Background: an optimization exercise with open tools, aiming at small area, a short achievable clock period and few clock cycles. Do not read the settings as production practice.
Function was checked by simulation only, so behaviour that the tests miss may differ from the original.
No activity file was given, so power comes from the tool's default toggle rates.

==> module sw, before the edit <==
module sw(i0, i1, i2, i3, o0, o1, o2, o3, clk, rst);
  input clk, rst;
  input [9:0] i0, i1, i2, i3;
  output [9:0] o0, o1, o2, o3;
  wire [9:0] in [0:3];
  assign in[0] = i0; assign in[1] = i1; assign in[2] = i2; assign in[3] = i3;
  wire [8:0] f [0:3];      
  wire [3:0] av;           
  wire [3:0] rq [0:3];     
  wire [3:0] hd;           
  wire [3:0] pop;
  reg  [3:0] busy;         
  reg  [3:0] own [0:3];    
  reg  [9:0] ob [0:3];     
  wire [3:0] req [0:3];    
  wire [3:0] gnt [0:3];
  wire [3:0] sel [0:3];    
  wire [3:0] gin;          
  genvar i, j;
  generate
    for (i = 0; i < 4; i = i + 1) begin : g_in
      fifo q(.clk(clk), .rst(rst), .din({in[i][9], in[i][7:0]}),
             .dval(in[i][9] | in[i][8]), .pop(pop[i]), .h(f[i]), .hv(av[i]), .hd(hd[i]), .req(rq[i]));
      assign gin[i] = gnt[0][i] | gnt[1][i] | gnt[2][i] | gnt[3][i];
      assign pop[i] = (~hd[i] & av[i]) | gin[i];
    end
    for (j = 0; j < 4; j = j + 1) begin : g_out
      for (i = 0; i < 4; i = i + 1) begin : g_r
        assign req[j][i] = rq[i][j];
        assign sel[j][i] = busy[j] ? (own[j][i] & av[i]) : gnt[j][i];
      end
      arb a(.clk(clk), .rst(rst), .req(req[j]), .busy(busy[j]), .gnt(gnt[j]));
    end
  endgenerate
  function [9:0] pick;
    input [3:0] s;
    input [8:0] f0, f1, f2, f3;
    input [3:0] h;
    begin
      pick = ({10{s[0]}} & {f0[8], ~h[0], f0[7:0]}) |
             ({10{s[1]}} & {f1[8], ~h[1], f1[7:0]}) |
             ({10{s[2]}} & {f2[8], ~h[2], f2[7:0]}) |
             ({10{s[3]}} & {f3[8], ~h[3], f3[7:0]});
    end
  endfunction
  wire [3:0] tl = av & {f[3][8], f[2][8], f[1][8], f[0][8]};
  integer k, n;
  always @(posedge clk) begin
    for (k = 0; k < 4; k = k + 1)
      ob[k] <= pick(sel[k], f[0], f[1], f[2], f[3], hd);
    if (rst) begin
      busy <= 4'b0000;
      for (k = 0; k < 4; k = k + 1) begin
        ob[k][9:8] <= 2'b00;
      end
    end else begin
      for (k = 0; k < 4; k = k + 1) begin
        busy[k] <= busy[k] ? ~|(own[k] & tl) : |req[k];
        if (!busy[k]) own[k] <= gnt[k];
      end
    end
  end
  assign o0 = ob[0];
  assign o1 = ob[1];
  assign o2 = ob[2];
  assign o3 = ob[3];
endmodule
==> module fifo, before the edit <==
module fifo(clk, rst, din, dval, pop, h, hv, hd, req);
  input clk, rst, dval, pop;
  input [8:0] din;
  output reg [8:0] h;    
  output reg hv;         
  output reg [3:0] req;  
  reg [15*9-1:0] mem;    
  reg [3:0] rp, wp;      
  output reg hd;         
  reg empty, full;       
  function [3:0] dec;
    input [1:0] d;
    dec = {d == 2'd3, d == 2'd2, d == 2'd1, d == 2'd0};
  endfunction
  wire [8:0] rd = mem[9*rp +: 9];
  wire [3:0] rpn, wpn;           
  inc15 ir(.p(rp), .n(rpn));
  inc15 iw(.p(wp), .n(wpn));
  wire e_rd = (rpn == wp);       
  wire f_wr = (wpn == rp);       
  wire take = ~hv | pop;         
  wire fromm = take & ~empty;    
  wire byp = take & empty & dval;  
  wire wr = dval & ~byp;         
  wire [3:0] rq_rd = dec(rd[1:0]);
  wire [3:0] rq_in = dval ? dec(din[1:0]) : 4'b0000;
  wire tl = ~hd & h[8];          
  integer k;
  always @(posedge clk) begin
    for (k = 0; k < 15; k = k + 1)
      if (!full && wp == k) mem[9*k +: 9] <= din;
    if (take) h <= empty ? din : rd;
    if (rst) begin
      rp <= 4'd0;
      wp <= 4'd0;
      empty <= 1'b1;
      full <= 1'b0;
      hv <= 1'b0;
      hd <= 1'b1;
      req <= 4'b0000;
    end else begin
      if (wr) wp <= wpn;
      if (fromm) rp <= rpn;
      empty <= fromm ? (wr ? empty : e_rd) : (wr ? 1'b0 : empty);
      full <= wr ? (fromm ? full : f_wr) : (fromm ? 1'b0 : full);
      hv <= ~take | ~empty | dval;
      if (pop) hd <= tl;
      if (pop) req <= tl ? (empty ? rq_in : rq_rd) : 4'b0000;
      else if (!hv) req <= hd ? rq_in : 4'b0000;
    end
  end
endmodule
clock: 6.0 ns
lec_check: 0
cap_margin: 20
core_margin: 2
core_utilization: 40
cts_cluster_diameter: 80
cts_cluster_size: 24
place_density: 0.6
setup_slack_margin: 3.8
slew_margin: 20
standard.sh (not shown) runs the stock make flow with config.mk's settings and CLKGATE_MAP_FILE= SYNTH_SCRIPT=/design/flow/synth_recipe.tcl, a recipe that flattens the netlist after the stock synthesis.
==> flow/flow/run.sh <==
#!/bin/bash
# Standard ORFS layout, with plain buffers (buf_4) on the ports instead of the
# delay-cell buffers buffer_ports picks by default, and sizing not held to
# the cell footprint.
set -euo pipefail
export BUFFER_PORTS_ARGS="-buffer_cell sky130_fd_sc_hd__buf_4"
bash standard.sh MATCH_CELL_FOOTPRINT=0 finish > orfs_make.log 2>&1
Testbench counts at the start, summed over its fixed seeds: cycles 2,639.
Change:
--- a/flow/design.v
+++ b/flow/design.v
@@ -6,9 +6,10 @@
   assign in[0] = i0; assign in[1] = i1; assign in[2] = i2; assign in[3] = i3;
   wire [8:0] f [0:3];      
   wire [3:0] av;           
   wire [3:0] rq [0:3];     
-  wire [3:0] hd;           
+  reg  [3:0] hd;           
+  reg  [3:0] str;          
   wire [3:0] pop;
   reg  [3:0] busy;         
   reg  [3:0] own [0:3];    
   reg  [9:0] ob [0:3];     
@@ -19,11 +20,11 @@
   genvar i, j;
   generate
     for (i = 0; i < 4; i = i + 1) begin : g_in
       fifo q(.clk(clk), .rst(rst), .din({in[i][9], in[i][7:0]}),
-             .dval(in[i][9] | in[i][8]), .pop(pop[i]), .h(f[i]), .hv(av[i]), .hd(hd[i]), .req(rq[i]));
+             .dval(in[i][9] | in[i][8]), .pop(pop[i]), .h(f[i]), .hv(av[i]), .req(rq[i]));
       assign gin[i] = gnt[0][i] | gnt[1][i] | gnt[2][i] | gnt[3][i];
-      assign pop[i] = (~hd[i] & av[i]) | gin[i];
+      assign pop[i] = (str[i] & av[i]) | gin[i];
     end
     for (j = 0; j < 4; j = j + 1) begin : g_out
       for (i = 0; i < 4; i = i + 1) begin : g_r
         assign req[j][i] = rq[i][j];
@@ -46,15 +47,17 @@
   wire [3:0] tl = av & {f[3][8], f[2][8], f[1][8], f[0][8]};
   integer k, n;
   always @(posedge clk) begin
     for (k = 0; k < 4; k = k + 1)
-      ob[k] <= pick(sel[k], f[0], f[1], f[2], f[3], hd);
+      ob[k] <= pick(sel[k], f[0], f[1], f[2], f[3], str ^ 4'b1111);
     if (rst) begin
+      str <= 4'b0000;
       busy <= 4'b0000;
       for (k = 0; k < 4; k = k + 1) begin
         ob[k][9:8] <= 2'b00;
       end
     end else begin
+      str <= (str & ~tl) | gin;
       for (k = 0; k < 4; k = k + 1) begin
         busy[k] <= busy[k] ? ~|(own[k] & tl) : |req[k];
         if (!busy[k]) own[k] <= gnt[k];
       end
@@ -64,17 +67,17 @@
   assign o1 = ob[1];
   assign o2 = ob[2];
   assign o3 = ob[3];
 endmodule
-module fifo(clk, rst, din, dval, pop, h, hv, hd, req);
+module fifo(clk, rst, din, dval, pop, h, hv, req);
   input clk, rst, dval, pop;
   input [8:0] din;
   output reg [8:0] h;    
   output reg hv;         
   output reg [3:0] req;  
   reg [15*9-1:0] mem;    
   reg [3:0] rp, wp;      
-  output reg hd;         
+  reg hd;                
   reg empty, full;       
   function [3:0] dec;
     input [1:0] d;
     dec = {d == 2'd3, d == 2'd2, d == 2'd1, d == 2'd0};
=> The new run produced a clean layout; power climbs by 2.2%; synthesized area climbs by about 1%; hold slack hardly moves; cell area barely changes; synthesized cell count climbs by 0.95%; critical path depth drops by 5; non-clock buffer count drops by 23; via count barely changes; worst setup slack is worse by 16 ps; wire length climbs by 1.7%; sequential cell count climbs by 4.
Testbench counts after the change, summed over its fixed seeds: cycles 2,639.

[port drivers added, routing unchanged]
Ports are ideal in the flow. The routed layouts listed here were re-timed in OpenROAD. Step 1, drivers: a clkbuf_16 drives clk and a buf_2 each remaining input, both assumed. Step 2 also shifts input and output timing later by t, the mid clock arrival at the registers, as if the neighbouring blocks saw the same clock. Three values: ideal, step 1, step 2; two values: the first two.
| run | shift t [ns] | slack for setup (ns) | hold WS [ns] | worst setup path at the end | pins driven straight from the clock port |
|---|---|---|---|---|---|
| the first run | 0.644 | 3.759 / 3.704 / 3.299 | 0.467 / 0.467 / 0.467 | input to register | 1 |
| the second run | 0.663 | 3.744 / 3.678 / 3.157 | 0.466 / 0.466 / 0.466 | input to register | 1 |
After both steps every run listed still meets setup and hold. For the second run, which loses most, drivers alone change the setup slack by -0.066 ns; drivers and shift together by -0.587 ns.
